What follows belongs to an exercise in optimizing a design on an open flow for small area, a short achievable clock period and few clock cycles per item; a production flow would make more cautious choices.
No functional check of the RTL was part of any run shown here.

==> flow/design.v (outline; a module is shown in full before it is edited, if it fits) <==
// module lut_eval: 396 lines
// module lut_interp: 101 lines
// module lut_coef_rom: 140 lines
// module lut_master: 69 lines
module lut_master #(parameter data_width = 16) (
		input wire clk,
		input wire reset,
		input wire req,
		input wire [8 - 1 : 0] lut_handle,
		input wire [data_width - 1 : 0] req_arg,
		output wire [data_width - 1 : 0] data_out,
		output reg valid,
		output reg invalid_request
	);
  // ...
==> flow/flow/run.sh <==
#!/bin/bash
# Standard layout, with the input and output ports buffered by buf_4 cells
# instead of the delay buffers buffer_ports picks by default.
set -euo pipefail
bash standard.sh "BUFFER_PORTS_ARGS=-buffer_cell sky130_fd_sc_hd__buf_4" finish > make_finish.log 2>&1
==> flow/standard.sh <==
#!/bin/bash
# synth_recipe.tcl (not shown) runs the flow's synth.tcl, then flattens the netlist and writes it again
# the make line also repeats each setting of config.mk as NAME=value (left out here)
make -C /OpenROAD-flow-scripts/flow DESIGN_CONFIG=/design/flow/config.mk WORK_HOME=/design/flow/orfs CLKGATE_MAP_FILE= SYNTH_SCRIPT=/design/flow/synth_recipe.tcl "${@:-finish}"
==> flow/config.mk <==
export PLATFORM = sky130hd
export DESIGN_NAME = lut_master
export DESIGN_NICKNAME = lut_master
export VERILOG_FILES = /design/flow/design.v
export SDC_FILE = /design/flow/constraint.sdc
export NUM_CORES = 4
export LEC_CHECK = 0
export ABC_AREA = 1
export CAP_MARGIN = 20
export CORE_MARGIN = 2
export CORE_UTILIZATION = 45
export PLACE_DENSITY = 0.6
export SLEW_MARGIN = 20
export SYNTH_MEMORY_MAX_BITS = 70000
==> flow/constraint.sdc <==
create_clock -name core_clock -period 8.0 [get_ports {clk}]
set_input_delay 1.6000 -clock core_clock [delete_from_list [all_inputs] [get_ports {clk}]]
set_output_delay 1.6000 -clock core_clock [all_outputs]
set_load 0.01 [all_outputs]
==> out/metrics.cfg, run 1 <==
[finish]
layout_common_cells = nand2_1, inv_1, buf_4
drive_gt1_share_pct = 15.3
syn_to_final_growth_pct = 14.8
clock_buffers = 5
buffer_area_share_pct = 10.9
n_all_buffers = 196
seq_area_share_pct = 5.73

[global_routing]
grt_pass1_vias = 13900
grt_first_pass_wirelength_um = 86800

[synthesis]
yosys.area.top_type = fa_1
synthArstFlopShare_pct = 0
synth.net_count = 2047
synth_top_family_by_area = adder cells
synth_compound_area_share_pct = 16.9

[detailed_routing]
ant_nets = 0
top_layer = met5

[timing]
finalCriticalPeriod_ns = 7.70
final.setup.worst_slack_ns = 0.297
final_hold_viol_count = 0
setup_tns_ns = 0

[setup_path]
r2r_end = valid
r2r-start = invalid_request
reg2reg_slack_ns = 7.36
worstRegToRegCells = 3
path_buf_inv = 9
cp-start-kind = input port

[cts]
cts_buffers = 5
root_buffer = clkbuf_16

[placement]
dpl_cell_area_mm2 = 0.0138

[floorplan]
io-pin-count = 45

[run_status]
outcome = timing/DRC/antenna clean

==> inputs of run 2 (changes only) <==
==> flow/design.v (replaced) <==
`default_nettype none
module lut_eval (
		input  wire [22:0] k,
		input  wire [13:0] c1,
		input  wire [5:0]  c2,
		input  wire        is_tanh,
		input  wire [4:0]  xs,
		input  wire [4:0]  xt,
		input  wire        mirror,
		input  wire        neg,
		output wire [15:0] ya,
		output wire [15:0] yb,
		output wire        c7,
		output wire [7:0]  dh,
		output wire        e
	);
	reg [3:0] tp_s, tp_t;
	reg [4:0] qp_s, qp_t;
	reg [3:0] tn_s, tn_t;
	always @(*) begin
		case (xs)
			5'd0: begin tp_s = 4'd0; qp_s = 5'd0; tn_s = 4'd15; end
			5'd1: begin tp_s = 4'd1; qp_s = 5'd7; tn_s = 4'd14; end
			5'd2: begin tp_s = 4'd2; qp_s = 5'd13; tn_s = 4'd13; end
			5'd3: begin tp_s = 4'd3; qp_s = 5'd18; tn_s = 4'd12; end
			5'd4: begin tp_s = 4'd4; qp_s = 5'd22; tn_s = 4'd11; end
			5'd5: begin tp_s = 4'd5; qp_s = 5'd25; tn_s = 4'd10; end
			5'd6: begin tp_s = 4'd6; qp_s = 5'd27; tn_s = 4'd9; end
			5'd7: begin tp_s = 4'd7; qp_s = 5'd28; tn_s = 4'd8; end
			5'd8: begin tp_s = 4'd8; qp_s = 5'd28; tn_s = 4'd7; end
			5'd9: begin tp_s = 4'd9; qp_s = 5'd27; tn_s = 4'd6; end
			5'd10: begin tp_s = 4'd10; qp_s = 5'd25; tn_s = 4'd5; end
			5'd11: begin tp_s = 4'd11; qp_s = 5'd22; tn_s = 4'd4; end
			5'd12: begin tp_s = 4'd12; qp_s = 5'd18; tn_s = 4'd3; end
			5'd13: begin tp_s = 4'd13; qp_s = 5'd13; tn_s = 4'd2; end
			5'd14: begin tp_s = 4'd14; qp_s = 5'd7; tn_s = 4'd1; end
			5'd15: begin tp_s = 4'd15; qp_s = 5'd0; tn_s = 4'd0; end
			5'd16: begin tp_s = 4'd15; qp_s = 5'd0; tn_s = 4'd0; end
			5'd17: begin tp_s = 4'd14; qp_s = 5'd7; tn_s = 4'd1; end
			5'd18: begin tp_s = 4'd13; qp_s = 5'd13; tn_s = 4'd2; end
			5'd19: begin tp_s = 4'd12; qp_s = 5'd18; tn_s = 4'd3; end
			5'd20: begin tp_s = 4'd11; qp_s = 5'd22; tn_s = 4'd4; end
			5'd21: begin tp_s = 4'd10; qp_s = 5'd25; tn_s = 4'd5; end
			5'd22: begin tp_s = 4'd9; qp_s = 5'd27; tn_s = 4'd6; end
			5'd23: begin tp_s = 4'd8; qp_s = 5'd28; tn_s = 4'd7; end
			5'd24: begin tp_s = 4'd7; qp_s = 5'd28; tn_s = 4'd8; end
			5'd25: begin tp_s = 4'd6; qp_s = 5'd27; tn_s = 4'd9; end
			5'd26: begin tp_s = 4'd5; qp_s = 5'd25; tn_s = 4'd10; end
			5'd27: begin tp_s = 4'd4; qp_s = 5'd22; tn_s = 4'd11; end
			5'd28: begin tp_s = 4'd3; qp_s = 5'd18; tn_s = 4'd12; end
			5'd29: begin tp_s = 4'd2; qp_s = 5'd13; tn_s = 4'd13; end
			5'd30: begin tp_s = 4'd1; qp_s = 5'd7; tn_s = 4'd14; end
			5'd31: begin tp_s = 4'd0; qp_s = 5'd0; tn_s = 4'd15; end
			default: begin tp_s = 4'd0; qp_s = 5'd0; tn_s = 4'd0; end
		endcase
		case (xt)
			5'd0: begin tp_t = 4'd0; qp_t = 5'd0; tn_t = 4'd15; end
			5'd1: begin tp_t = 4'd1; qp_t = 5'd7; tn_t = 4'd14; end
			5'd2: begin tp_t = 4'd2; qp_t = 5'd13; tn_t = 4'd13; end
			5'd3: begin tp_t = 4'd3; qp_t = 5'd18; tn_t = 4'd12; end
			5'd4: begin tp_t = 4'd4; qp_t = 5'd22; tn_t = 4'd11; end
			5'd5: begin tp_t = 4'd5; qp_t = 5'd25; tn_t = 4'd10; end
			5'd6: begin tp_t = 4'd6; qp_t = 5'd27; tn_t = 4'd9; end
			5'd7: begin tp_t = 4'd7; qp_t = 5'd28; tn_t = 4'd8; end
			5'd8: begin tp_t = 4'd8; qp_t = 5'd28; tn_t = 4'd7; end
			5'd9: begin tp_t = 4'd9; qp_t = 5'd27; tn_t = 4'd6; end
			5'd10: begin tp_t = 4'd10; qp_t = 5'd25; tn_t = 4'd5; end
			5'd11: begin tp_t = 4'd11; qp_t = 5'd22; tn_t = 4'd4; end
			5'd12: begin tp_t = 4'd12; qp_t = 5'd18; tn_t = 4'd3; end
			5'd13: begin tp_t = 4'd13; qp_t = 5'd13; tn_t = 4'd2; end
			5'd14: begin tp_t = 4'd14; qp_t = 5'd7; tn_t = 4'd1; end
			5'd15: begin tp_t = 4'd15; qp_t = 5'd0; tn_t = 4'd0; end
			5'd16: begin tp_t = 4'd15; qp_t = 5'd0; tn_t = 4'd0; end
			5'd17: begin tp_t = 4'd14; qp_t = 5'd7; tn_t = 4'd1; end
			5'd18: begin tp_t = 4'd13; qp_t = 5'd13; tn_t = 4'd2; end
			5'd19: begin tp_t = 4'd12; qp_t = 5'd18; tn_t = 4'd3; end
			5'd20: begin tp_t = 4'd11; qp_t = 5'd22; tn_t = 4'd4; end
			5'd21: begin tp_t = 4'd10; qp_t = 5'd25; tn_t = 4'd5; end
			5'd22: begin tp_t = 4'd9; qp_t = 5'd27; tn_t = 4'd6; end
			5'd23: begin tp_t = 4'd8; qp_t = 5'd28; tn_t = 4'd7; end
			5'd24: begin tp_t = 4'd7; qp_t = 5'd28; tn_t = 4'd8; end
			5'd25: begin tp_t = 4'd6; qp_t = 5'd27; tn_t = 4'd9; end
			5'd26: begin tp_t = 4'd5; qp_t = 5'd25; tn_t = 4'd10; end
			5'd27: begin tp_t = 4'd4; qp_t = 5'd22; tn_t = 4'd11; end
			5'd28: begin tp_t = 4'd3; qp_t = 5'd18; tn_t = 4'd12; end
			5'd29: begin tp_t = 4'd2; qp_t = 5'd13; tn_t = 4'd13; end
			5'd30: begin tp_t = 4'd1; qp_t = 5'd7; tn_t = 4'd14; end
			5'd31: begin tp_t = 4'd0; qp_t = 5'd0; tn_t = 4'd15; end
			default: begin tp_t = 4'd0; qp_t = 5'd0; tn_t = 4'd0; end
		endcase
	end
	wire [3:0] tp = is_tanh ? tp_t : tp_s;
	wire [4:0] qp = is_tanh ? qp_t : qp_s;
	wire [3:0] tn = is_tanh ? tn_t : tn_s;
	wire [15:0] cc = mirror ? (neg ? 16'hff12 : 16'hff13) : (neg ? 16'hffff : 16'h0000);
	wire nt_0_s = k[4] ^ (c1[4] & tp[0]);
	wire nt_0_c = k[4] & (c1[4] & tp[0]);
	wire nt_1_s = k[5] ^ (c1[5] & tp[0]) ^ (c1[4] & tp[1]);
	wire nt_1_c = (k[5] & (c1[5] & tp[0])) | (k[5] & (c1[4] & tp[1])) | ((c1[5] & tp[0]) & (c1[4] & tp[1]));
	wire nt_2_s = k[6] ^ (c1[6] & tp[0]);
	wire nt_2_c = k[6] & (c1[6] & tp[0]);
	wire nt_3_s = cc[0] ^ k[7];
	wire nt_3_c = cc[0] & k[7];
	wire nt_4_s = k[2] ^ (c1[2] & tp[0]);
	wire nt_4_c = k[2] & (c1[2] & tp[0]);
	wire nt_5_s = k[3] ^ (c1[3] & tp[0]) ^ (c1[2] & tp[1]);
	wire nt_5_c = (k[3] & (c1[3] & tp[0])) | (k[3] & (c1[2] & tp[1])) | ((c1[3] & tp[0]) & (c1[2] & tp[1]));
	wire nt_6_s = (c1[1] & tp[2]) ^ (c1[0] & tp[3]) ^ (c2[3] & qp[0]);
	wire nt_6_c = ((c1[1] & tp[2]) & (c1[0] & tp[3])) | ((c1[1] & tp[2]) & (c2[3] & qp[0])) | ((c1[0] & tp[3]) & (c2[3] & qp[0]));
	wire nt_7_s = (c1[3] & tp[1]) ^ (c1[2] & tp[2]) ^ (c1[1] & tp[3]);
	wire nt_7_c = ((c1[3] & tp[1]) & (c1[2] & tp[2])) | ((c1[3] & tp[1]) & (c1[1] & tp[3])) | ((c1[2] & tp[2]) & (c1[1] & tp[3]));
	wire nt_8_s = (c2[4] & qp[0]) ^ (c2[3] & qp[1]) ^ (c2[2] & qp[2]);
	wire nt_8_c = ((c2[4] & qp[0]) & (c2[3] & qp[1])) | ((c2[4] & qp[0]) & (c2[2] & qp[2])) | ((c2[3] & qp[1]) & (c2[2] & qp[2]));
	wire nt_9_s = (c2[1] & qp[3]) ^ (c2[0] & qp[4]);
	wire nt_9_c = (c2[1] & qp[3]) & (c2[0] & qp[4]);
	wire nt_10_s = (c1[3] & tp[2]) ^ (c1[2] & tp[3]) ^ (c2[5] & qp[0]);
	wire nt_10_c = ((c1[3] & tp[2]) & (c1[2] & tp[3])) | ((c1[3] & tp[2]) & (c2[5] & qp[0])) | ((c1[2] & tp[3]) & (c2[5] & qp[0]));
	wire nt_11_s = (c2[4] & qp[1]) ^ (c2[3] & qp[2]) ^ (c2[2] & qp[3]);
	wire nt_11_c = ((c2[4] & qp[1]) & (c2[3] & qp[2])) | ((c2[4] & qp[1]) & (c2[2] & qp[3])) | ((c2[3] & qp[2]) & (c2[2] & qp[3]));
	wire nt_12_s = (c2[1] & qp[4]) ^ nt_0_c ^ nt_1_s;
	wire nt_12_c = ((c2[1] & qp[4]) & nt_0_c) | ((c2[1] & qp[4]) & nt_1_s) | (nt_0_c & nt_1_s);
	wire nt_13_s = (c1[5] & tp[1]) ^ (c1[4] & tp[2]) ^ (c1[3] & tp[3]);
	wire nt_13_c = ((c1[5] & tp[1]) & (c1[4] & tp[2])) | ((c1[5] & tp[1]) & (c1[3] & tp[3])) | ((c1[4] & tp[2]) & (c1[3] & tp[3]));
	wire nt_14_s = (c2[5] & qp[1]) ^ (c2[4] & qp[2]) ^ (c2[3] & qp[3]);
	wire nt_14_c = ((c2[5] & qp[1]) & (c2[4] & qp[2])) | ((c2[5] & qp[1]) & (c2[3] & qp[3])) | ((c2[4] & qp[2]) & (c2[3] & qp[3]));
	wire nt_15_s = (c2[2] & qp[4]) ^ nt_2_s ^ nt_1_c;
	wire nt_15_c = ((c2[2] & qp[4]) & nt_2_s) | ((c2[2] & qp[4]) & nt_1_c) | (nt_2_s & nt_1_c);
	wire nt_16_s = (c1[7] & tp[0]) ^ (c1[6] & tp[1]) ^ (c1[5] & tp[2]);
	wire nt_16_c = ((c1[7] & tp[0]) & (c1[6] & tp[1])) | ((c1[7] & tp[0]) & (c1[5] & tp[2])) | ((c1[6] & tp[1]) & (c1[5] & tp[2]));
	wire nt_17_s = (c1[4] & tp[3]) ^ (c2[5] & qp[2]) ^ (c2[4] & qp[3]);
	wire nt_17_c = ((c1[4] & tp[3]) & (c2[5] & qp[2])) | ((c1[4] & tp[3]) & (c2[4] & qp[3])) | ((c2[5] & qp[2]) & (c2[4] & qp[3]));
	wire nt_18_s = (c2[3] & qp[4]) ^ nt_2_c ^ nt_3_s;
	wire nt_18_c = ((c2[3] & qp[4]) & nt_2_c) | ((c2[3] & qp[4]) & nt_3_s) | (nt_2_c & nt_3_s);
	wire nt_19_s = cc[1] ^ k[8] ^ (c1[8] & tp[0]);
	wire nt_19_c = (cc[1] & k[8]) | (cc[1] & (c1[8] & tp[0])) | (k[8] & (c1[8] & tp[0]));
	wire nt_20_s = (c1[7] & tp[1]) ^ (c1[6] & tp[2]) ^ (c1[5] & tp[3]);
	wire nt_20_c = ((c1[7] & tp[1]) & (c1[6] & tp[2])) | ((c1[7] & tp[1]) & (c1[5] & tp[3])) | ((c1[6] & tp[2]) & (c1[5] & tp[3]));
	wire nt_21_s = (c2[5] & qp[3]) ^ (c2[4] & qp[4]) ^ nt_3_c;
	wire nt_21_c = ((c2[5] & qp[3]) & (c2[4] & qp[4])) | ((c2[5] & qp[3]) & nt_3_c) | ((c2[4] & qp[4]) & nt_3_c);
	wire nt_22_s = cc[2] ^ k[9] ^ (c1[9] & tp[0]);
	wire nt_22_c = (cc[2] & k[9]) | (cc[2] & (c1[9] & tp[0])) | (k[9] & (c1[9] & tp[0]));
	wire nt_23_s = (c1[8] & tp[1]) ^ (c1[7] & tp[2]) ^ (c1[6] & tp[3]);
	wire nt_23_c = ((c1[8] & tp[1]) & (c1[7] & tp[2])) | ((c1[8] & tp[1]) & (c1[6] & tp[3])) | ((c1[7] & tp[2]) & (c1[6] & tp[3]));
	wire nt_24_s = cc[3] ^ k[10] ^ (c1[10] & tp[0]);
	wire nt_24_c = (cc[3] & k[10]) | (cc[3] & (c1[10] & tp[0])) | (k[10] & (c1[10] & tp[0]));
	wire nt_25_s = cc[4] ^ k[11];
	wire nt_25_c = cc[4] & k[11];
	wire nt_26_s = cc[5] ^ k[12];
	wire nt_26_c = cc[5] & k[12];
	wire nt_27_s = cc[6] ^ k[13];
	wire nt_27_c = cc[6] & k[13];
	wire nt_28_s = k[1] ^ (c1[1] & tp[0]);
	wire nt_28_c = k[1] & (c1[1] & tp[0]);
	wire nt_29_s = (c1[1] & tp[1]) ^ (c1[0] & tp[2]) ^ (c2[2] & qp[0]);
	wire nt_29_c = ((c1[1] & tp[1]) & (c1[0] & tp[2])) | ((c1[1] & tp[1]) & (c2[2] & qp[0])) | ((c1[0] & tp[2]) & (c2[2] & qp[0]));
	wire nt_30_s = (c2[1] & qp[1]) ^ (c2[0] & qp[2]);
	wire nt_30_c = (c2[1] & qp[1]) & (c2[0] & qp[2]);
	wire nt_31_s = (c2[2] & qp[1]) ^ (c2[1] & qp[2]) ^ (c2[0] & qp[3]);
	wire nt_31_c = ((c2[2] & qp[1]) & (c2[1] & qp[2])) | ((c2[2] & qp[1]) & (c2[0] & qp[3])) | ((c2[1] & qp[2]) & (c2[0] & qp[3]));
	wire nt_32_s = nt_4_c ^ nt_5_s ^ nt_6_s;
	wire nt_32_c = (nt_4_c & nt_5_s) | (nt_4_c & nt_6_s) | (nt_5_s & nt_6_s);
	wire nt_33_s = nt_9_s ^ nt_0_s ^ nt_5_c;
	wire nt_33_c = (nt_9_s & nt_0_s) | (nt_9_s & nt_5_c) | (nt_0_s & nt_5_c);
	wire nt_34_s = nt_6_c ^ nt_7_s ^ nt_8_s;
	wire nt_34_c = (nt_6_c & nt_7_s) | (nt_6_c & nt_8_s) | (nt_7_s & nt_8_s);
	wire nt_35_s = nt_9_c ^ nt_7_c ^ nt_8_c;
	wire nt_35_c = (nt_9_c & nt_7_c) | (nt_9_c & nt_8_c) | (nt_7_c & nt_8_c);
	wire nt_36_s = nt_10_s ^ nt_11_s ^ nt_12_s;
	wire nt_36_c = (nt_10_s & nt_11_s) | (nt_10_s & nt_12_s) | (nt_11_s & nt_12_s);
	wire nt_37_s = nt_10_c ^ nt_11_c ^ nt_13_s;
	wire nt_37_c = (nt_10_c & nt_11_c) | (nt_10_c & nt_13_s) | (nt_11_c & nt_13_s);
	wire nt_38_s = nt_14_s ^ nt_12_c ^ nt_15_s;
	wire nt_38_c = (nt_14_s & nt_12_c) | (nt_14_s & nt_15_s) | (nt_12_c & nt_15_s);
	wire nt_39_s = nt_13_c ^ nt_14_c ^ nt_16_s;
	wire nt_39_c = (nt_13_c & nt_14_c) | (nt_13_c & nt_16_s) | (nt_14_c & nt_16_s);
	wire nt_40_s = nt_17_s ^ nt_18_s ^ nt_15_c;
	wire nt_40_c = (nt_17_s & nt_18_s) | (nt_17_s & nt_15_c) | (nt_18_s & nt_15_c);
	wire nt_41_s = nt_16_c ^ nt_17_c ^ nt_19_s;
	wire nt_41_c = (nt_16_c & nt_17_c) | (nt_16_c & nt_19_s) | (nt_17_c & nt_19_s);
	wire nt_42_s = nt_20_s ^ nt_18_c ^ nt_21_s;
	wire nt_42_c = (nt_20_s & nt_18_c) | (nt_20_s & nt_21_s) | (nt_18_c & nt_21_s);
	wire nt_43_s = (c2[5] & qp[4]) ^ nt_19_c ^ nt_20_c;
	wire nt_43_c = ((c2[5] & qp[4]) & nt_19_c) | ((c2[5] & qp[4]) & nt_20_c) | (nt_19_c & nt_20_c);
	wire nt_44_s = nt_22_s ^ nt_23_s ^ nt_21_c;
	wire nt_44_c = (nt_22_s & nt_23_s) | (nt_22_s & nt_21_c) | (nt_23_s & nt_21_c);
	wire nt_45_s = (c1[9] & tp[1]) ^ (c1[8] & tp[2]) ^ (c1[7] & tp[3]);
	wire nt_45_c = ((c1[9] & tp[1]) & (c1[8] & tp[2])) | ((c1[9] & tp[1]) & (c1[7] & tp[3])) | ((c1[8] & tp[2]) & (c1[7] & tp[3]));
	wire nt_46_s = nt_22_c ^ nt_23_c ^ nt_24_s;
	wire nt_46_c = (nt_22_c & nt_23_c) | (nt_22_c & nt_24_s) | (nt_23_c & nt_24_s);
	wire nt_47_s = (c1[11] & tp[0]) ^ (c1[10] & tp[1]) ^ (c1[9] & tp[2]);
	wire nt_47_c = ((c1[11] & tp[0]) & (c1[10] & tp[1])) | ((c1[11] & tp[0]) & (c1[9] & tp[2])) | ((c1[10] & tp[1]) & (c1[9] & tp[2]));
	wire nt_48_s = (c1[8] & tp[3]) ^ nt_25_s ^ nt_24_c;
	wire nt_48_c = ((c1[8] & tp[3]) & nt_25_s) | ((c1[8] & tp[3]) & nt_24_c) | (nt_25_s & nt_24_c);
	wire nt_49_s = (c1[12] & tp[0]) ^ (c1[11] & tp[1]) ^ (c1[10] & tp[2]);
	wire nt_49_c = ((c1[12] & tp[0]) & (c1[11] & tp[1])) | ((c1[12] & tp[0]) & (c1[10] & tp[2])) | ((c1[11] & tp[1]) & (c1[10] & tp[2]));
	wire nt_50_s = (c1[9] & tp[3]) ^ nt_25_c ^ nt_26_s;
	wire nt_50_c = ((c1[9] & tp[3]) & nt_25_c) | ((c1[9] & tp[3]) & nt_26_s) | (nt_25_c & nt_26_s);
	wire nt_51_s = (c1[13] & tp[0]) ^ (c1[12] & tp[1]) ^ (c1[11] & tp[2]);
	wire nt_51_c = ((c1[13] & tp[0]) & (c1[12] & tp[1])) | ((c1[13] & tp[0]) & (c1[11] & tp[2])) | ((c1[12] & tp[1]) & (c1[11] & tp[2]));
	wire nt_52_s = (c1[10] & tp[3]) ^ nt_26_c ^ nt_27_s;
	wire nt_52_c = ((c1[10] & tp[3]) & nt_26_c) | ((c1[10] & tp[3]) & nt_27_s) | (nt_26_c & nt_27_s);
	wire nt_53_s = cc[7] ^ k[14] ^ (c1[13] & tp[1]);
	wire nt_53_c = (cc[7] & k[14]) | (cc[7] & (c1[13] & tp[1])) | (k[14] & (c1[13] & tp[1]));
	wire nt_54_s = (c1[12] & tp[2]) ^ (c1[11] & tp[3]) ^ nt_27_c;
	wire nt_54_c = ((c1[12] & tp[2]) & (c1[11] & tp[3])) | ((c1[12] & tp[2]) & nt_27_c) | ((c1[11] & tp[3]) & nt_27_c);
	wire nt_55_s = cc[8] ^ k[15] ^ (c1[13] & tp[2]);
	wire nt_55_c = (cc[8] & k[15]) | (cc[8] & (c1[13] & tp[2])) | (k[15] & (c1[13] & tp[2]));
	wire nt_56_s = (c1[0] & tp[1]) ^ (c2[1] & qp[0]);
	wire nt_56_c = (c1[0] & tp[1]) & (c2[1] & qp[0]);
	wire nt_57_s = nt_28_c ^ nt_30_s ^ nt_4_s;
	wire nt_57_c = (nt_28_c & nt_30_s) | (nt_28_c & nt_4_s) | (nt_30_s & nt_4_s);
	wire nt_58_s = nt_30_c ^ nt_29_c ^ nt_31_s;
	wire nt_58_c = (nt_30_c & nt_29_c) | (nt_30_c & nt_31_s) | (nt_29_c & nt_31_s);
	wire nt_59_s = nt_31_c ^ nt_32_c ^ nt_33_s;
	wire nt_59_c = (nt_31_c & nt_32_c) | (nt_31_c & nt_33_s) | (nt_32_c & nt_33_s);
	wire nt_60_s = nt_33_c ^ nt_34_c ^ nt_35_s;
	wire nt_60_c = (nt_33_c & nt_34_c) | (nt_33_c & nt_35_s) | (nt_34_c & nt_35_s);
	wire nt_61_s = nt_35_c ^ nt_37_s ^ nt_36_c;
	wire nt_61_c = (nt_35_c & nt_37_s) | (nt_35_c & nt_36_c) | (nt_37_s & nt_36_c);
	wire nt_62_s = nt_37_c ^ nt_39_s ^ nt_38_c;
	wire nt_62_c = (nt_37_c & nt_39_s) | (nt_37_c & nt_38_c) | (nt_39_s & nt_38_c);
	wire nt_63_s = nt_39_c ^ nt_41_s ^ nt_42_s;
	wire nt_63_c = (nt_39_c & nt_41_s) | (nt_39_c & nt_42_s) | (nt_41_s & nt_42_s);
	wire nt_64_s = nt_41_c ^ nt_43_s ^ nt_42_c;
	wire nt_64_c = (nt_41_c & nt_43_s) | (nt_41_c & nt_42_c) | (nt_43_s & nt_42_c);
	wire nt_65_s = nt_45_s ^ nt_43_c ^ nt_46_s;
	wire nt_65_c = (nt_45_s & nt_43_c) | (nt_45_s & nt_46_s) | (nt_43_c & nt_46_s);
	wire nt_66_s = nt_45_c ^ nt_47_s ^ nt_46_c;
	wire nt_66_c = (nt_45_c & nt_47_s) | (nt_45_c & nt_46_c) | (nt_47_s & nt_46_c);
	wire nt_67_s = nt_47_c ^ nt_49_s ^ nt_50_s;
	wire nt_67_c = (nt_47_c & nt_49_s) | (nt_47_c & nt_50_s) | (nt_49_s & nt_50_s);
	wire nt_68_s = nt_49_c ^ nt_51_s ^ nt_50_c;
	wire nt_68_c = (nt_49_c & nt_51_s) | (nt_49_c & nt_50_c) | (nt_51_s & nt_50_c);
	wire nt_69_s = nt_51_c ^ nt_53_s ^ nt_52_c;
	wire nt_69_c = (nt_51_c & nt_53_s) | (nt_51_c & nt_52_c) | (nt_53_s & nt_52_c);
	wire nt_70_s = (c1[12] & tp[3]) ^ nt_53_c ^ nt_55_s;
	wire nt_70_c = ((c1[12] & tp[3]) & nt_53_c) | ((c1[12] & tp[3]) & nt_55_s) | (nt_53_c & nt_55_s);
	wire nt_71_s = cc[9] ^ k[16] ^ (c1[13] & tp[3]);
	wire nt_71_c = (cc[9] & k[16]) | (cc[9] & (c1[13] & tp[3])) | (k[16] & (c1[13] & tp[3]));
	wire nt_72_s = k[0] ^ (c1[0] & tp[0]);
	wire nt_72_c = k[0] & (c1[0] & tp[0]);
	wire nt_73_s = (c2[0] & qp[1]) ^ nt_56_s ^ nt_28_s;
	wire nt_73_c = ((c2[0] & qp[1]) & nt_56_s) | ((c2[0] & qp[1]) & nt_28_s) | (nt_56_s & nt_28_s);
	wire nt_74_s = nt_56_c ^ nt_29_s ^ nt_57_s;
	wire nt_74_c = (nt_56_c & nt_29_s) | (nt_56_c & nt_57_s) | (nt_29_s & nt_57_s);
	wire nt_75_s = nt_57_c ^ nt_58_s ^ nt_32_s;
	wire nt_75_c = (nt_57_c & nt_58_s) | (nt_57_c & nt_32_s) | (nt_58_s & nt_32_s);
	wire nt_76_s = nt_58_c ^ nt_34_s ^ nt_59_s;
	wire nt_76_c = (nt_58_c & nt_34_s) | (nt_58_c & nt_59_s) | (nt_34_s & nt_59_s);
	wire nt_77_s = nt_59_c ^ nt_60_s ^ nt_36_s;
	wire nt_77_c = (nt_59_c & nt_60_s) | (nt_59_c & nt_36_s) | (nt_60_s & nt_36_s);
	wire nt_78_s = nt_60_c ^ nt_38_s ^ nt_61_s;
	wire nt_78_c = (nt_60_c & nt_38_s) | (nt_60_c & nt_61_s) | (nt_38_s & nt_61_s);
	wire nt_79_s = nt_40_s ^ nt_61_c ^ nt_62_s;
	wire nt_79_c = (nt_40_s & nt_61_c) | (nt_40_s & nt_62_s) | (nt_61_c & nt_62_s);
	wire nt_80_s = nt_40_c ^ nt_63_s ^ nt_62_c;
	wire nt_80_c = (nt_40_c & nt_63_s) | (nt_40_c & nt_62_c) | (nt_63_s & nt_62_c);
	wire nt_81_s = nt_44_s ^ nt_63_c ^ nt_64_s;
	wire nt_81_c = (nt_44_s & nt_63_c) | (nt_44_s & nt_64_s) | (nt_63_c & nt_64_s);
	wire nt_82_s = nt_44_c ^ nt_65_s ^ nt_64_c;
	wire nt_82_c = (nt_44_c & nt_65_s) | (nt_44_c & nt_64_c) | (nt_65_s & nt_64_c);
	wire nt_83_s = nt_48_s ^ nt_65_c ^ nt_66_s;
	wire nt_83_c = (nt_48_s & nt_65_c) | (nt_48_s & nt_66_s) | (nt_65_c & nt_66_s);
	wire nt_84_s = nt_48_c ^ nt_67_s ^ nt_66_c;
	wire nt_84_c = (nt_48_c & nt_67_s) | (nt_48_c & nt_66_c) | (nt_67_s & nt_66_c);
	wire nt_85_s = nt_52_s ^ nt_67_c ^ nt_68_s;
	wire nt_85_c = (nt_52_s & nt_67_c) | (nt_52_s & nt_68_s) | (nt_67_c & nt_68_s);
	wire nt_86_s = nt_54_s ^ nt_68_c ^ nt_69_s;
	wire nt_86_c = (nt_54_s & nt_68_c) | (nt_54_s & nt_69_s) | (nt_68_c & nt_69_s);
	wire nt_87_s = nt_54_c ^ nt_70_s ^ nt_69_c;
	wire nt_87_c = (nt_54_c & nt_70_s) | (nt_54_c & nt_69_c) | (nt_70_s & nt_69_c);
	wire nt_88_s = nt_71_s ^ nt_55_c ^ nt_70_c;
	wire nt_88_c = (nt_71_s & nt_55_c) | (nt_71_s & nt_70_c) | (nt_55_c & nt_70_c);
	wire nt_89_s = cc[10] ^ k[17] ^ nt_71_c;
	wire nt_89_c = (cc[10] & k[17]) | (cc[10] & nt_71_c) | (k[17] & nt_71_c);
	wire nt_90_s = cc[11] ^ k[18];
	wire nt_90_c = cc[11] & k[18];
	wire nt_91_s = cc[12] ^ k[19];
	wire nt_91_c = cc[12] & k[19];
	wire nt_92_s = cc[13] ^ k[20];
	wire nt_92_c = cc[13] & k[20];
	wire nt_93_s = cc[14] ^ k[21];
	wire nt_93_c = cc[14] & k[21];
	wire nt_94_s = cc[15] ^ k[22];
	wire nt_94_c = cc[15] & k[22];
	wire [22:0] nt_a = {nt_93_c, nt_92_c, nt_91_c, nt_90_c, nt_89_c, nt_88_c, nt_87_c, nt_86_c, nt_85_c, nt_84_c, nt_83_c, nt_82_c, nt_81_c, nt_80_c, nt_79_c, nt_78_c, nt_77_c, nt_76_c, nt_75_c, nt_74_c, nt_73_c, nt_72_c, nt_72_s};
	wire [22:0] nt_b = {nt_94_s, nt_93_s, nt_92_s, nt_91_s, nt_90_s, nt_89_s, nt_88_s, nt_87_s, nt_86_s, nt_85_s, nt_84_s, nt_83_s, nt_82_s, nt_81_s, nt_80_s, nt_79_s, nt_78_s, nt_77_s, nt_76_s, nt_75_s, nt_74_s, nt_73_s, (c2[0] & qp[0])};
	wire [7:0] s2 = {1'b0, nt_a[6:0]} + {1'b0, nt_b[6:0]};
	assign c7 = s2[7];
	assign ya = nt_a[22:7];
	assign yb = nt_b[22:7];
	wire dt_0_s = ~tn[3] ^ c1[3] ^ (c2[3] & tn[0]);
	wire dt_0_c = (~tn[3] & c1[3]) | (~tn[3] & (c2[3] & tn[0])) | (c1[3] & (c2[3] & tn[0]));
	wire dt_1_s = c1[4] ^ (c2[4] & tn[0]) ^ (c2[3] & tn[1]);
	wire dt_1_c = (c1[4] & (c2[4] & tn[0])) | (c1[4] & (c2[3] & tn[1])) | ((c2[4] & tn[0]) & (c2[3] & tn[1]));
	wire dt_2_s = c1[5] ^ (c2[5] & tn[0]) ^ (c2[4] & tn[1]);
	wire dt_2_c = (c1[5] & (c2[5] & tn[0])) | (c1[5] & (c2[4] & tn[1])) | ((c2[5] & tn[0]) & (c2[4] & tn[1]));
	wire dt_3_s = c1[6] ^ (c2[5] & tn[1]);
	wire dt_3_c = c1[6] & (c2[5] & tn[1]);
	wire dt_4_s = c1[2] ^ (c2[2] & tn[0]);
	wire dt_4_c = c1[2] & (c2[2] & tn[0]);
	wire dt_5_s = (c2[2] & tn[1]) ^ (c2[1] & tn[2]) ^ (~c2[0] & ~tn[3]);
	wire dt_5_c = ((c2[2] & tn[1]) & (c2[1] & tn[2])) | ((c2[2] & tn[1]) & (~c2[0] & ~tn[3])) | ((c2[1] & tn[2]) & (~c2[0] & ~tn[3]));
	wire dt_6_s = (c2[2] & tn[2]) ^ (~c2[1] & ~tn[3]) ^ dt_0_c;
	wire dt_6_c = ((c2[2] & tn[2]) & (~c2[1] & ~tn[3])) | ((c2[2] & tn[2]) & dt_0_c) | ((~c2[1] & ~tn[3]) & dt_0_c);
	wire dt_7_s = (c2[3] & tn[2]) ^ (~c2[2] & ~tn[3]) ^ dt_1_c;
	wire dt_7_c = ((c2[3] & tn[2]) & (~c2[2] & ~tn[3])) | ((c2[3] & tn[2]) & dt_1_c) | ((~c2[2] & ~tn[3]) & dt_1_c);
	wire dt_8_s = (c2[4] & tn[2]) ^ (~c2[3] & ~tn[3]) ^ dt_3_s;
	wire dt_8_c = ((c2[4] & tn[2]) & (~c2[3] & ~tn[3])) | ((c2[4] & tn[2]) & dt_3_s) | ((~c2[3] & ~tn[3]) & dt_3_s);
	wire dt_9_s = c1[7] ^ (c2[5] & tn[2]) ^ (~c2[4] & ~tn[3]);
	wire dt_9_c = (c1[7] & (c2[5] & tn[2])) | (c1[7] & (~c2[4] & ~tn[3])) | ((c2[5] & tn[2]) & (~c2[4] & ~tn[3]));
	wire dt_10_s = c1[1] ^ (c2[1] & tn[0]);
	wire dt_10_c = c1[1] & (c2[1] & tn[0]);
	wire dt_11_s = (c2[1] & tn[1]) ^ (c2[0] & tn[2]) ^ dt_4_s;
	wire dt_11_c = ((c2[1] & tn[1]) & (c2[0] & tn[2])) | ((c2[1] & tn[1]) & dt_4_s) | ((c2[0] & tn[2]) & dt_4_s);
	wire dt_12_s = dt_4_c ^ dt_5_s ^ dt_0_s;
	wire dt_12_c = (dt_4_c & dt_5_s) | (dt_4_c & dt_0_s) | (dt_5_s & dt_0_s);
	wire dt_13_s = dt_5_c ^ dt_1_s ^ dt_6_s;
	wire dt_13_c = (dt_5_c & dt_1_s) | (dt_5_c & dt_6_s) | (dt_1_s & dt_6_s);
	wire dt_14_s = dt_2_s ^ dt_6_c ^ dt_7_s;
	wire dt_14_c = (dt_2_s & dt_6_c) | (dt_2_s & dt_7_s) | (dt_6_c & dt_7_s);
	wire dt_15_s = dt_2_c ^ dt_8_s ^ dt_7_c;
	wire dt_15_c = (dt_2_c & dt_8_s) | (dt_2_c & dt_7_c) | (dt_8_s & dt_7_c);
	wire dt_16_s = dt_3_c ^ dt_9_s ^ dt_8_c;
	wire dt_16_c = (dt_3_c & dt_9_s) | (dt_3_c & dt_8_c) | (dt_9_s & dt_8_c);
	wire dt_17_s = c1[8] ^ (~c2[5] & ~tn[3]) ^ dt_9_c;
	wire dt_17_c = (c1[8] & (~c2[5] & ~tn[3])) | (c1[8] & dt_9_c) | ((~c2[5] & ~tn[3]) & dt_9_c);
	wire dt_18_s = ~tn[3] ^ c1[9];
	wire dt_18_c = ~tn[3] & c1[9];
	wire dt_19_s = ~tn[3] ^ c1[10];
	wire dt_19_c = ~tn[3] & c1[10];
	wire dt_20_s = ~tn[3] ^ c1[11];
	wire dt_20_c = ~tn[3] & c1[11];
	wire dt_21_s = ~tn[3] ^ c1[12];
	wire dt_21_c = ~tn[3] & c1[12];
	wire dt_22_s = ~tn[3] ^ c1[13];
	wire dt_22_c = ~tn[3] & c1[13];
	wire [14:0] dt_a = {dt_22_c, dt_21_c, dt_20_c, dt_19_c, dt_18_c, dt_17_c, dt_16_c, dt_15_c, dt_14_c, dt_13_c, dt_12_c, dt_11_c, dt_10_c, dt_10_s, c1[0]};
	wire [14:0] dt_b = {~tn[3], dt_22_s, dt_21_s, dt_20_s, dt_19_s, dt_18_s, dt_17_s, dt_16_s, dt_15_s, dt_14_s, dt_13_s, dt_12_s, dt_11_s, (c2[0] & tn[1]), (c2[0] & tn[0])};
	wire [14:0] delta = dt_a + dt_b;
	wire [8:0] s3 = {2'b0, delta[6:0]} + {2'b0, nt_a[6:0]} + {2'b0, nt_b[6:0]};
	assign dh = delta[14:7];
	assign e  = s3[7] ^ s2[7];
endmodule
module lut_interp (
		input  wire [15:0] ya,
		input  wire [15:0] yb,
		input  wire        c7,
		input  wire [7:0]  dh,
		input  wire        e,
		input  wire [3:0]  frac,
		input  wire        mirror,
		input  wire        neg,
		output wire [15:0] interpolated
	);
	wire dneg = mirror ^ neg;
	wire [7:0] d = dh + {7'd0, e};
	wire ee = dneg & frac[3] & d[0];
	wire gt_0_s = ya[0] ^ yb[0] ^ c7;
	wire gt_0_c = (ya[0] & yb[0]) | (ya[0] & c7) | (yb[0] & c7);
	wire gt_1_s = ((frac[3] & d[1]) ^ mirror) ^ ((frac[2] & d[2]) ^ mirror);
	wire gt_1_c = ((frac[3] & d[1]) ^ mirror) & ((frac[2] & d[2]) ^ mirror);
	wire gt_2_s = ya[1] ^ yb[1] ^ ((frac[3] & d[2]) ^ mirror);
	wire gt_2_c = (ya[1] & yb[1]) | (ya[1] & ((frac[3] & d[2]) ^ mirror)) | (yb[1] & ((frac[3] & d[2]) ^ mirror));
	wire gt_3_s = ((frac[2] & d[3]) ^ mirror) ^ ((frac[1] & d[4]) ^ mirror);
	wire gt_3_c = ((frac[2] & d[3]) ^ mirror) & ((frac[1] & d[4]) ^ mirror);
	wire gt_4_s = ya[2] ^ yb[2] ^ ((frac[3] & d[3]) ^ mirror);
	wire gt_4_c = (ya[2] & yb[2]) | (ya[2] & ((frac[3] & d[3]) ^ mirror)) | (yb[2] & ((frac[3] & d[3]) ^ mirror));
	wire gt_5_s = ((frac[2] & d[4]) ^ mirror) ^ ((frac[1] & d[5]) ^ mirror);
	wire gt_5_c = ((frac[2] & d[4]) ^ mirror) & ((frac[1] & d[5]) ^ mirror);
	wire gt_6_s = ya[3] ^ yb[3] ^ ((frac[3] & d[4]) ^ mirror);
	wire gt_6_c = (ya[3] & yb[3]) | (ya[3] & ((frac[3] & d[4]) ^ mirror)) | (yb[3] & ((frac[3] & d[4]) ^ mirror));
	wire gt_7_s = ((frac[2] & d[5]) ^ mirror) ^ ((frac[1] & d[6]) ^ mirror);
	wire gt_7_c = ((frac[2] & d[5]) ^ mirror) & ((frac[1] & d[6]) ^ mirror);
	wire gt_8_s = ya[4] ^ yb[4] ^ ((frac[3] & d[5]) ^ mirror);
	wire gt_8_c = (ya[4] & yb[4]) | (ya[4] & ((frac[3] & d[5]) ^ mirror)) | (yb[4] & ((frac[3] & d[5]) ^ mirror));
	wire gt_9_s = gt_0_s ^ ((frac[1] & d[3]) ^ mirror) ^ ((frac[0] & d[4]) ^ mirror);
	wire gt_9_c = (gt_0_s & ((frac[1] & d[3]) ^ mirror)) | (gt_0_s & ((frac[0] & d[4]) ^ mirror)) | (((frac[1] & d[3]) ^ mirror) & ((frac[0] & d[4]) ^ mirror));
	wire gt_10_s = gt_0_c ^ ((frac[0] & d[5]) ^ mirror) ^ (mirror & d[1]);
	wire gt_10_c = (gt_0_c & ((frac[0] & d[5]) ^ mirror)) | (gt_0_c & (mirror & d[1])) | (((frac[0] & d[5]) ^ mirror) & (mirror & d[1]));
	wire gt_11_s = gt_1_c ^ gt_3_s;
	wire gt_11_c = gt_1_c & gt_3_s;
	wire gt_12_s = ((frac[0] & d[6]) ^ mirror) ^ (mirror & d[2]) ^ gt_3_c;
	wire gt_12_c = (((frac[0] & d[6]) ^ mirror) & (mirror & d[2])) | (((frac[0] & d[6]) ^ mirror) & gt_3_c) | ((mirror & d[2]) & gt_3_c);
	wire gt_13_s = gt_5_s ^ gt_2_c ^ gt_4_s;
	wire gt_13_c = (gt_5_s & gt_2_c) | (gt_5_s & gt_4_s) | (gt_2_c & gt_4_s);
	wire gt_14_s = ((frac[0] & d[7]) ^ mirror) ^ (mirror & d[3]) ^ gt_5_c;
	wire gt_14_c = (((frac[0] & d[7]) ^ mirror) & (mirror & d[3])) | (((frac[0] & d[7]) ^ mirror) & gt_5_c) | ((mirror & d[3]) & gt_5_c);
	wire gt_15_s = gt_7_s ^ gt_4_c ^ gt_6_s;
	wire gt_15_c = (gt_7_s & gt_4_c) | (gt_7_s & gt_6_s) | (gt_4_c & gt_6_s);
	wire gt_16_s = ((frac[2] & d[6]) ^ mirror) ^ ((frac[1] & d[7]) ^ mirror) ^ (mirror & d[4]);
	wire gt_16_c = (((frac[2] & d[6]) ^ mirror) & ((frac[1] & d[7]) ^ mirror)) | (((frac[2] & d[6]) ^ mirror) & (mirror & d[4])) | (((frac[1] & d[7]) ^ mirror) & (mirror & d[4]));
	wire gt_17_s = gt_7_c ^ gt_6_c ^ gt_8_s;
	wire gt_17_c = (gt_7_c & gt_6_c) | (gt_7_c & gt_8_s) | (gt_6_c & gt_8_s);
	wire gt_18_s = ya[5] ^ yb[5] ^ ((frac[3] & d[6]) ^ mirror);
	wire gt_18_c = (ya[5] & yb[5]) | (ya[5] & ((frac[3] & d[6]) ^ mirror)) | (yb[5] & ((frac[3] & d[6]) ^ mirror));
	wire gt_19_s = ((frac[2] & d[7]) ^ mirror) ^ (mirror & d[5]) ^ gt_8_c;
	wire gt_19_c = (((frac[2] & d[7]) ^ mirror) & (mirror & d[5])) | (((frac[2] & d[7]) ^ mirror) & gt_8_c) | ((mirror & d[5]) & gt_8_c);
	wire gt_20_s = ya[6] ^ yb[6] ^ ((frac[3] & d[7]) ^ mirror);
	wire gt_20_c = (ya[6] & yb[6]) | (ya[6] & ((frac[3] & d[7]) ^ mirror)) | (yb[6] & ((frac[3] & d[7]) ^ mirror));
	wire gt_21_s = (mirror & d[0]) ^ (ee ^ mirror);
	wire gt_21_c = (mirror & d[0]) & (ee ^ mirror);
	wire gt_22_s = gt_9_c ^ gt_10_s ^ gt_2_s;
	wire gt_22_c = (gt_9_c & gt_10_s) | (gt_9_c & gt_2_s) | (gt_10_s & gt_2_s);
	wire gt_23_s = gt_10_c ^ gt_11_c ^ gt_12_s;
	wire gt_23_c = (gt_10_c & gt_11_c) | (gt_10_c & gt_12_s) | (gt_11_c & gt_12_s);
	wire gt_24_s = gt_12_c ^ gt_14_s ^ gt_13_c;
	wire gt_24_c = (gt_12_c & gt_14_s) | (gt_12_c & gt_13_c) | (gt_14_s & gt_13_c);
	wire gt_25_s = gt_16_s ^ gt_14_c ^ gt_15_c;
	wire gt_25_c = (gt_16_s & gt_14_c) | (gt_16_s & gt_15_c) | (gt_14_c & gt_15_c);
	wire gt_26_s = gt_16_c ^ gt_18_s ^ gt_17_c;
	wire gt_26_c = (gt_16_c & gt_18_s) | (gt_16_c & gt_17_c) | (gt_18_s & gt_17_c);
	wire gt_27_s = (mirror & d[6]) ^ gt_18_c ^ gt_20_s;
	wire gt_27_c = ((mirror & d[6]) & gt_18_c) | ((mirror & d[6]) & gt_20_s) | (gt_18_c & gt_20_s);
	wire gt_28_s = ya[7] ^ yb[7] ^ (mirror & d[7]);
	wire gt_28_c = (ya[7] & yb[7]) | (ya[7] & (mirror & d[7])) | (yb[7] & (mirror & d[7]));
	wire gt_29_s = gt_1_s ^ gt_9_s;
	wire gt_29_c = gt_1_s & gt_9_s;
	wire gt_30_s = gt_21_c ^ gt_11_s ^ gt_22_s;
	wire gt_30_c = (gt_21_c & gt_11_s) | (gt_21_c & gt_22_s) | (gt_11_s & gt_22_s);
	wire gt_31_s = gt_22_c ^ gt_13_s ^ gt_23_s;
	wire gt_31_c = (gt_22_c & gt_13_s) | (gt_22_c & gt_23_s) | (gt_13_s & gt_23_s);
	wire gt_32_s = gt_15_s ^ gt_23_c ^ gt_24_s;
	wire gt_32_c = (gt_15_s & gt_23_c) | (gt_15_s & gt_24_s) | (gt_23_c & gt_24_s);
	wire gt_33_s = gt_17_s ^ gt_24_c ^ gt_25_s;
	wire gt_33_c = (gt_17_s & gt_24_c) | (gt_17_s & gt_25_s) | (gt_24_c & gt_25_s);
	wire gt_34_s = gt_19_s ^ gt_25_c ^ gt_26_s;
	wire gt_34_c = (gt_19_s & gt_25_c) | (gt_19_s & gt_26_s) | (gt_25_c & gt_26_s);
	wire gt_35_s = gt_27_s ^ gt_19_c ^ gt_26_c;
	wire gt_35_c = (gt_27_s & gt_19_c) | (gt_27_s & gt_26_c) | (gt_19_c & gt_26_c);
	wire gt_36_s = gt_28_s ^ gt_20_c ^ gt_27_c;
	wire gt_36_c = (gt_28_s & gt_20_c) | (gt_28_s & gt_27_c) | (gt_20_c & gt_27_c);
	wire gt_37_s = ya[8] ^ yb[8] ^ gt_28_c;
	wire gt_37_c = (ya[8] & yb[8]) | (ya[8] & gt_28_c) | (yb[8] & gt_28_c);
	wire gt_38_s = ya[9] ^ yb[9];
	wire gt_38_c = ya[9] & yb[9];
	wire gt_39_s = ya[10] ^ yb[10];
	wire gt_39_c = ya[10] & yb[10];
	wire gt_40_s = ya[11] ^ yb[11];
	wire gt_40_c = ya[11] & yb[11];
	wire gt_41_s = ya[12] ^ yb[12];
	wire gt_41_c = ya[12] & yb[12];
	wire gt_42_s = ya[13] ^ yb[13];
	wire gt_42_c = ya[13] & yb[13];
	wire gt_43_s = ya[14] ^ yb[14];
	wire gt_43_c = ya[14] & yb[14];
	wire gt_44_s = ya[15] ^ yb[15];
	wire gt_44_c = ya[15] & yb[15];
	wire [15:0] gt_a = {gt_43_c, gt_42_c, gt_41_c, gt_40_c, gt_39_c, gt_38_c, gt_37_c, gt_36_c, gt_35_c, gt_34_c, gt_33_c, gt_32_c, gt_31_c, gt_30_c, gt_29_c, gt_29_s};
	wire [15:0] gt_b = {gt_44_s, gt_43_s, gt_42_s, gt_41_s, gt_40_s, gt_39_s, gt_38_s, gt_37_s, gt_36_s, gt_35_s, gt_34_s, gt_33_s, gt_32_s, gt_31_s, gt_30_s, gt_21_s};
	wire [15:0] s = gt_a + gt_b;
	assign interpolated = s ^ {16{neg}};
endmodule
`default_nettype wire
`default_nettype none
module lut_coef_rom (
		input  wire [6:0]  addr,
		output reg  [22:0] k,
		output reg  [13:0] c1,
		output reg  [5:0]  c2
	);
	always @(*) begin
		case (addr)
			7'd0: begin k = 23'h000038; c1 = 14'd12864; c2 = 6'd2; end
			7'd1: begin k = 23'h032440; c1 = 14'd12832; c2 = 6'd2; end
			7'd2: begin k = 23'h064600; c1 = 14'd12772; c2 = 6'd6; end
			7'd3: begin k = 23'h096420; c1 = 14'd12682; c2 = 6'd7; end
			7'd4: begin k = 23'h0c7c80; c1 = 14'd12560; c2 = 6'd8; end
			7'd5: begin k = 23'h0f8d02; c1 = 14'd12408; c2 = 6'd11; end
			7'd6: begin k = 23'h129400; c1 = 14'd12224; c2 = 6'd13; end
			7'd7: begin k = 23'h158f80; c1 = 14'd12012; c2 = 6'd16; end
			7'd8: begin k = 23'h187dc0; c1 = 14'd11773; c2 = 6'd17; end
			7'd9: begin k = 23'h1b5d30; c1 = 14'd11500; c2 = 6'd17; end
			7'd10: begin k = 23'h1e2b60; c1 = 14'd11204; c2 = 6'd20; end
			7'd11: begin k = 23'h20e700; c1 = 14'd10880; c2 = 6'd22; end
			7'd12: begin k = 23'h238e40; c1 = 14'd10530; c2 = 6'd25; end
			7'd13: begin k = 23'h261fc0; c1 = 14'd10153; c2 = 6'd26; end
			7'd14: begin k = 23'h2899c0; c1 = 14'd9757; c2 = 6'd26; end
			7'd15: begin k = 23'h2afac0; c1 = 14'd9335; c2 = 6'd26; end
			7'd16: begin k = 23'h2d4100; c1 = 14'd8888; c2 = 6'd29; end
			7'd17: begin k = 23'h2f6b80; c1 = 14'd8417; c2 = 6'd31; end
			7'd18: begin k = 23'h3178c0; c1 = 14'd7932; c2 = 6'd32; end
			7'd19: begin k = 23'h336780; c1 = 14'd7426; c2 = 6'd33; end
			7'd20: begin k = 23'h353680; c1 = 14'd6898; c2 = 6'd34; end
			7'd21: begin k = 23'h36e4c2; c1 = 14'd6360; c2 = 6'd35; end
			7'd22: begin k = 23'h387100; c1 = 14'd5804; c2 = 6'd37; end
			7'd23: begin k = 23'h39da84; c1 = 14'd5236; c2 = 6'd38; end
			7'd24: begin k = 23'h3b20c0; c1 = 14'd4648; c2 = 6'd36; end
			7'd25: begin k = 23'h3c4200; c1 = 14'd4054; c2 = 6'd38; end
			7'd26: begin k = 23'h3d3e00; c1 = 14'd3454; c2 = 6'd41; end
			7'd27: begin k = 23'h3e1480; c1 = 14'd2842; c2 = 6'd40; end
			7'd28: begin k = 23'h3ec4c0; c1 = 14'd2220; c2 = 6'd40; end
			7'd29: begin k = 23'h3f4e28; c1 = 14'd1600; c2 = 6'd40; end
			7'd30: begin k = 23'h3fb0a8; c1 = 14'd970; c2 = 6'd40; end
			7'd31: begin k = 23'h3fec00; c1 = 14'd335; c2 = 6'd40; end
			7'd32: begin k = 23'h000038; c1 = 14'd12864; c2 = 6'd2; end
			7'd33: begin k = 23'h032440; c1 = 14'd12832; c2 = 6'd2; end
			7'd34: begin k = 23'h064600; c1 = 14'd12772; c2 = 6'd6; end
			7'd35: begin k = 23'h096420; c1 = 14'd12682; c2 = 6'd7; end
			7'd36: begin k = 23'h0c7c80; c1 = 14'd12560; c2 = 6'd8; end
			7'd37: begin k = 23'h0f8d02; c1 = 14'd12408; c2 = 6'd11; end
			7'd38: begin k = 23'h129400; c1 = 14'd12224; c2 = 6'd13; end
			7'd39: begin k = 23'h158f80; c1 = 14'd12012; c2 = 6'd16; end
			7'd40: begin k = 23'h187dc0; c1 = 14'd11773; c2 = 6'd17; end
			7'd41: begin k = 23'h1b5d30; c1 = 14'd11500; c2 = 6'd17; end
			7'd42: begin k = 23'h1e2b60; c1 = 14'd11204; c2 = 6'd20; end
			7'd43: begin k = 23'h20e700; c1 = 14'd10880; c2 = 6'd22; end
			7'd44: begin k = 23'h238e40; c1 = 14'd10530; c2 = 6'd25; end
			7'd45: begin k = 23'h261fc0; c1 = 14'd10153; c2 = 6'd26; end
			7'd46: begin k = 23'h2899c0; c1 = 14'd9757; c2 = 6'd26; end
			7'd47: begin k = 23'h2afac0; c1 = 14'd9335; c2 = 6'd26; end
			7'd48: begin k = 23'h2d4100; c1 = 14'd8888; c2 = 6'd29; end
			7'd49: begin k = 23'h2f6b80; c1 = 14'd8417; c2 = 6'd31; end
			7'd50: begin k = 23'h3178c0; c1 = 14'd7932; c2 = 6'd32; end
			7'd51: begin k = 23'h336780; c1 = 14'd7426; c2 = 6'd33; end
			7'd52: begin k = 23'h353680; c1 = 14'd6898; c2 = 6'd34; end
			7'd53: begin k = 23'h36e4c2; c1 = 14'd6360; c2 = 6'd35; end
			7'd54: begin k = 23'h387100; c1 = 14'd5804; c2 = 6'd37; end
			7'd55: begin k = 23'h39da84; c1 = 14'd5236; c2 = 6'd38; end
			7'd56: begin k = 23'h3b20c0; c1 = 14'd4648; c2 = 6'd36; end
			7'd57: begin k = 23'h3c4200; c1 = 14'd4054; c2 = 6'd38; end
			7'd58: begin k = 23'h3d3e00; c1 = 14'd3454; c2 = 6'd41; end
			7'd59: begin k = 23'h3e1480; c1 = 14'd2842; c2 = 6'd40; end
			7'd60: begin k = 23'h3ec4c0; c1 = 14'd2220; c2 = 6'd40; end
			7'd61: begin k = 23'h3f4e28; c1 = 14'd1600; c2 = 6'd40; end
			7'd62: begin k = 23'h3fb0a8; c1 = 14'd970; c2 = 6'd40; end
			7'd63: begin k = 23'h3fec00; c1 = 14'd335; c2 = 6'd40; end
			7'd64: begin k = 23'h00001c; c1 = 14'd16368; c2 = 6'd4; end
			7'd65: begin k = 23'h03feb0; c1 = 14'd16245; c2 = 6'd13; end
			7'd66: begin k = 23'h07f580; c1 = 14'd15995; c2 = 6'd20; end
			7'd67: begin k = 23'h0bdc80; c1 = 14'd15635; c2 = 6'd27; end
			7'd68: begin k = 23'h0faca0; c1 = 14'd15168; c2 = 6'd34; end
			7'd69: begin k = 23'h135f80; c1 = 14'd14610; c2 = 6'd38; end
			7'd70: begin k = 23'h16ef50; c1 = 14'd13972; c2 = 6'd42; end
			7'd71: begin k = 23'h1a5700; c1 = 14'd13276; c2 = 6'd46; end
			7'd72: begin k = 23'h1d9344; c1 = 14'd12532; c2 = 6'd48; end
			7'd73: begin k = 23'h20a100; c1 = 14'd11762; c2 = 6'd49; end
			7'd74: begin k = 23'h237e84; c1 = 14'd10976; c2 = 6'd49; end
			7'd75: begin k = 23'h262ae0; c1 = 14'd10188; c2 = 6'd50; end
			7'd76: begin k = 23'h28a600; c1 = 14'd9416; c2 = 6'd48; end
			7'd77: begin k = 23'h2af100; c1 = 14'd8656; c2 = 6'd48; end
			7'd78: begin k = 23'h2d0c80; c1 = 14'd7932; c2 = 6'd46; end
			7'd79: begin k = 23'h2efac0; c1 = 14'd7236; c2 = 6'd44; end
			7'd80: begin k = 23'h30bdc0; c1 = 14'd6577; c2 = 6'd42; end
			7'd81: begin k = 23'h3257c0; c1 = 14'd5964; c2 = 6'd38; end
			7'd82: begin k = 23'h33cb50; c1 = 14'd5392; c2 = 6'd36; end
			7'd83: begin k = 23'h351b40; c1 = 14'd4861; c2 = 6'd33; end
			7'd84: begin k = 23'h364a00; c1 = 14'd4372; c2 = 6'd30; end
			7'd85: begin k = 23'h375a68; c1 = 14'd3924; c2 = 6'd28; end
			7'd86: begin k = 23'h384ec0; c1 = 14'd3516; c2 = 6'd26; end
			7'd87: begin k = 23'h3929c0; c1 = 14'd3147; c2 = 6'd23; end
			7'd88: begin k = 23'h39ed80; c1 = 14'd2812; c2 = 6'd22; end
			7'd89: begin k = 23'h3a9c80; c1 = 14'd2506; c2 = 6'd19; end
			7'd90: begin k = 23'h3b3880; c1 = 14'd2232; c2 = 6'd16; end
			7'd91: begin k = 23'h3bc380; c1 = 14'd1988; c2 = 6'd15; end
			7'd92: begin k = 23'h3c3f50; c1 = 14'd1764; c2 = 6'd13; end
			7'd93: begin k = 23'h3cad40; c1 = 14'd1568; c2 = 6'd11; end
			7'd94: begin k = 23'h3d0ee0; c1 = 14'd1392; c2 = 6'd10; end
			7'd95: begin k = 23'h3d6580; c1 = 14'd1233; c2 = 6'd10; end
			7'd96: begin k = 23'h3db250; c1 = 14'd1096; c2 = 6'd8; end
			7'd97: begin k = 23'h3df680; c1 = 14'd970; c2 = 6'd8; end
			7'd98: begin k = 23'h3e3280; c1 = 14'd865; c2 = 6'd8; end
			7'd99: begin k = 23'h3e6860; c1 = 14'd760; c2 = 6'd6; end
			7'd100: begin k = 23'h3e97c0; c1 = 14'd673; c2 = 6'd5; end
			7'd101: begin k = 23'h3ec1a0; c1 = 14'd596; c2 = 6'd5; end
			7'd102: begin k = 23'h3ee6c0; c1 = 14'd525; c2 = 6'd4; end
			7'd103: begin k = 23'h3f075c; c1 = 14'd467; c2 = 6'd4; end
			7'd104: begin k = 23'h3f2450; c1 = 14'd413; c2 = 6'd4; end
			7'd105: begin k = 23'h3f3e00; c1 = 14'd366; c2 = 6'd3; end
			7'd106: begin k = 23'h3f54c0; c1 = 14'd321; c2 = 6'd2; end
			7'd107: begin k = 23'h3f68c0; c1 = 14'd284; c2 = 6'd2; end
			7'd108: begin k = 23'h3f7a00; c1 = 14'd256; c2 = 6'd1; end
			7'd109: begin k = 23'h3f89a0; c1 = 14'd226; c2 = 6'd4; end
			7'd110: begin k = 23'h3f97c0; c1 = 14'd196; c2 = 6'd2; end
			7'd111: begin k = 23'h3fa3c0; c1 = 14'd176; c2 = 6'd3; end
			7'd112: begin k = 23'h3fae80; c1 = 14'd155; c2 = 6'd3; end
			7'd113: begin k = 23'h3fb800; c1 = 14'd144; c2 = 6'd1; end
			7'd114: begin k = 23'h3fc090; c1 = 14'd121; c2 = 6'd1; end
			7'd115: begin k = 23'h3fc800; c1 = 14'd108; c2 = 6'd0; end
			7'd116: begin k = 23'h3fce80; c1 = 14'd92; c2 = 6'd2; end
			7'd117: begin k = 23'h3fd468; c1 = 14'd81; c2 = 6'd0; end
			7'd118: begin k = 23'h3fd968; c1 = 14'd72; c2 = 6'd1; end
			7'd119: begin k = 23'h3fddc0; c1 = 14'd64; c2 = 6'd0; end
			7'd120: begin k = 23'h3fe1d0; c1 = 14'd56; c2 = 6'd1; end
			7'd121: begin k = 23'h3fe560; c1 = 14'd48; c2 = 6'd1; end
			7'd122: begin k = 23'h3fe870; c1 = 14'd44; c2 = 6'd1; end
			7'd123: begin k = 23'h3feb50; c1 = 14'd36; c2 = 6'd0; end
			7'd124: begin k = 23'h3feda0; c1 = 14'd35; c2 = 6'd0; end
			7'd125: begin k = 23'h3fefc8; c1 = 14'd30; c2 = 6'd0; end
			7'd126: begin k = 23'h3ff188; c1 = 14'd30; c2 = 6'd0; end
			7'd127: begin k = 23'h3ff340; c1 = 14'd25; c2 = 6'd0; end
			default: begin k = 23'h0; c1 = 14'd0; c2 = 6'd0; end
		endcase
	end
endmodule
`default_nettype wire
`default_nettype none
module lut_master #(parameter data_width = 16) (
		input wire clk,
		input wire reset,
		input wire req,
		input wire [8 - 1 : 0] lut_handle,
		input wire [data_width - 1 : 0] req_arg,
		output wire [data_width - 1 : 0] data_out,
		output reg valid,
		output reg invalid_request
	);
	wire handle_ok = (lut_handle[8 - 1 : 1] == 0);
	wire is_tanh   = lut_handle[0];
	always @(posedge clk) begin
		if (reset) begin
			invalid_request <= 0;
			valid <= 0;
		end
		else begin
			if (req && !handle_ok)
				invalid_request <= 1;
			valid <= req && handle_ok && !invalid_request;
		end
	end
	wire       mirror = is_tanh ? req_arg[15] : req_arg[13];
	wire       neg    = is_tanh ? req_arg[15] : req_arg[14];
	wire [9:0] pair_a = (is_tanh ? req_arg[14:5] : {1'b0, req_arg[12:4]}) ^ {10{mirror}};
	wire [3:0] frac   = is_tanh ? req_arg[4:1] : req_arg[3:0];
	wire [22:0] k;
	wire [13:0] c1;
	wire [5:0]  c2;
	wire [15:0] ya, yb;
	wire        c7;
	wire [7:0]  dh;
	wire        e;
	lut_coef_rom coef (.addr({is_tanh, pair_a[9:4]}), .k(k), .c1(c1), .c2(c2));
	lut_eval eval (
		.k(k), .c1(c1), .c2(c2),
		.is_tanh(is_tanh),
		.xs({req_arg[13], req_arg[7:4]}),
		.xt({req_arg[15], req_arg[8:5]}),
		.mirror(mirror),
		.neg(neg),
		.ya(ya), .yb(yb), .c7(c7), .dh(dh), .e(e)
	);
	reg [15:0] ya_r, yb_r;
	reg        c7_r;
	reg [7:0]  dh_r;
	reg        e_r;
	reg [3:0]  frac_r;
	reg        mirror_r;
	reg        neg_r;
	always @(posedge clk) begin
		ya_r     <= ya;
		yb_r     <= yb;
		c7_r     <= c7;
		dh_r     <= dh;
		e_r      <= e;
		frac_r   <= frac;
		mirror_r <= mirror;
		neg_r    <= neg;
	end
	lut_interp interp (
		.ya(ya_r), .yb(yb_r), .c7(c7_r), .dh(dh_r), .e(e_r),
		.frac(frac_r),
		.mirror(mirror_r),
		.neg(neg_r),
		.interpolated(data_out)
	);
endmodule
`default_nettype wire
==> out/metrics.cfg, run 2 <==
[run_status]
outcome = timing/DRC/antenna clean

[cts]
cts_buffers = 5  ; unchanged
clk-insertion-delay-late_ns = 0.30
clockBufferDepth = 2
cts_resized = 0
cts.htree.levels = 2
cts.sinks = 50
cts_setup_buffers = 0
ctsHoldBuffers = 0
path_clk_slew_ns = 0.08
cts_tree = yes
root_buffer = clkbuf_16

[finish]
nets = 2116
syn_to_final_growth_pct = 15.2
multi_input_area_mm2 = 0.00920
final_area_mm2 = 0.0135
final_common_cell = nand2_1
ff_latch_area_mm2 = 0.00100
layout_common_cells = nand2_1, inv_1, buf_4
nFillCells = 2447
antenna_cells = 0
drive_gt1_share_pct = 14.0  ; -1.3 points

[placement]
dp_slack_ns = -0.0400
gp_congestion = 1.14
io_buffers = 44
dpl_cell_area_mm2 = 0.0132  ; -3.9%
dp_hpwl_um = 43500

[setup_path]
crit_fanout = 17
cp_top_family = adder cells
required_ns = 8.21
slowest_stage = fa_1
cp-end-kind = flip-flop
cpMostUsedCell = nand2_1
crit_type = in -> reg
cp-start-kind = input port
arrival_ns = 7.90
slowest_delay_ns = 0.53
path_buf_inv = 9  ; unchanged

[synthesis]
synthTopCellsByCount = nand2_1, inv_1, nor2_1
synth_area_mm2 = 0.0117
syn_inst = 1713
syn_area_per_cell_um2 = 6.82
ys_warn_count = 3
synth_seq_cells = 50
synth.net_count = 1975  ; -3.5%
synth_ff_type = dfxtp_1
synthArstFlopShare_pct = 0  ; unchanged
synth.most_common_cell = nand2_1
synth_edf_count = 0
yosys-top-cells-area = fa_1, nand2_1, ha_1
ys_types = 55
yosys.area.top_type = fa_1
ys_seq_area_share_pct = 8.57
synth_top_area_share_pct = 22.5

[timing]
maxSlewHeadroom_pct = 38.8
rsz0062_at_grt = no
finalCriticalPeriod_ns = 7.69  ; -0.0112 ns
max_clock_freq_mhz = 130
setup_tns_ns = 0  ; unchanged
hold_ws_ns = 0.475
clock_skew_ns = 0.0000452
tightest_slew_ns = 0.912
final_hold_viol_count = 0  ; unchanged
period_share_pct = 96.2
finalSetupViolations = 0
final.setup.worst_slack_ns = 0.308  ; +0.0112 ns
slew_viol_final = 0

[floorplan]
io-pin-count = 45  ; unchanged
num_rows = 58
initial_core_util_pct = 46.1
die_x_um = 165
die_y_um = 165
die-area_mm2 = 0.0272
fp.coreArea_mm2 = 0.0253

[run]
cap_violations = 0

[global_routing]
grt_first_pass_wirelength_um = 76700  ; -12%
grt_usage_pct = 38.8
grt_pass1_vias = 12700  ; -8.5%
grt_max_degree = 30
grt_antenna_before_repair = 1
overflow = 0

[detailed_routing]
viasPerCell = 5.86
drt-pass1-iter-count = 6
drt-total-wl_um = 52600
ant_nets = 0  ; unchanged
vias = 12800
dr.first_iter.drc_count = 1347
wl_per_cell_um = 24.1
drc_errors = 0

[worst_hold_path]
hp-class = reg -> reg

-- run 2: cell count changes after synthesis, moves of 12 or more --
cell,change
inv_1,+18
a21oi_1,+17
a31oi_1,-15
inv_2,-14
o211ai_1,-14
fa_1,-13
buf_2,-12
xor2_1,-12
-- run 2: cells by family after synthesis --
kind of cell             count (synthesis)  share of synthesized area (%)
AO/OA/AOI/OAI                          285                           14.6
XOR/XNOR                                73                           5.48
adder cells (fa/ha/maj)                235                           33.6
buffers and inverters                  381                           12.9
flip-flops                              50                           8.57
AND/OR/NAND/NOR                        689                           24.8
-- run 2: layer usage --
layer,global-route usage (%),part of all wire [%]
met4,26.4,8.5
met1,45.5,37
met5,0,0.025
met3,6.67,8.6
met2,64.8,46
-- run 2: cell type report --
cell class	instances	share of cell area (%)
clock buffers	5	0.930
clock inverters	3	0.353
inverters	333	9.29
multi-input cells	1282	68.4
flip-flops and latches	50	7.44
well taps	330	3.07
repair buffers	182	10.5
-- run 2: worst paths after layout --
path | start | end | slack, ns | depth (start not counted)
max | lut_handle[0] | e_r | 0.31 | 33
min | invalid_request | invalid_request | 0.47 | 2
max reg2reg | invalid_request | valid | 7.33 | 3
min reg2reg | invalid_request | invalid_request | 0.47 | 2
-- run 2: worst reg2reg max path, cell delays in order (launching register included) --
cell     delay [ns]
dfxtp_1        0.31
inv_1          0.06
nand2_1        0.05
nor3_1         0.17
-- run 2: stage by stage --
step	utilization (%)	instances
finish	53.1	2185
global route	53.1	2185
CTS	53.0	2185
detailed placement	52.3	2177
global placement	52.3	2177
floorplan	-	1713

==> port drivers added, routing unchanged <==
The flow's constraints put no driver on any port. The routed layouts listed below were extracted and timed again, unchanged, in two steps.
Step 1 (the two cells are an assumption about what drives the block):
set clk [get_ports {clk}]
set_driving_cell -lib_cell sky130_fd_sc_hd__clkbuf_16 $clk
set_driving_cell -lib_cell sky130_fd_sc_hd__buf_2 [delete_from_list [all_inputs] $clk]
Step 2 also shifts input and output timing later by t, the mid clock arrival at the registers, as if the neighbouring blocks saw the same clock.
a / b / c = no drivers / after step 1 / after step 2; a / b = the first two.
run | t (ns) | slack for setup (ns) | worst setup path at the end | clock arrival spread, ns
run 1 | 0.341 | 0.297 / 0.320 / -0.021 | input to register | 0.008 / 0.007
run 2 | 0.341 | 0.308 / 0.331 / -0.010 | input to register | 0.021 / 0.021
With both steps, setup timing fails in run 1 and run 2, where it was met with ideal ports.
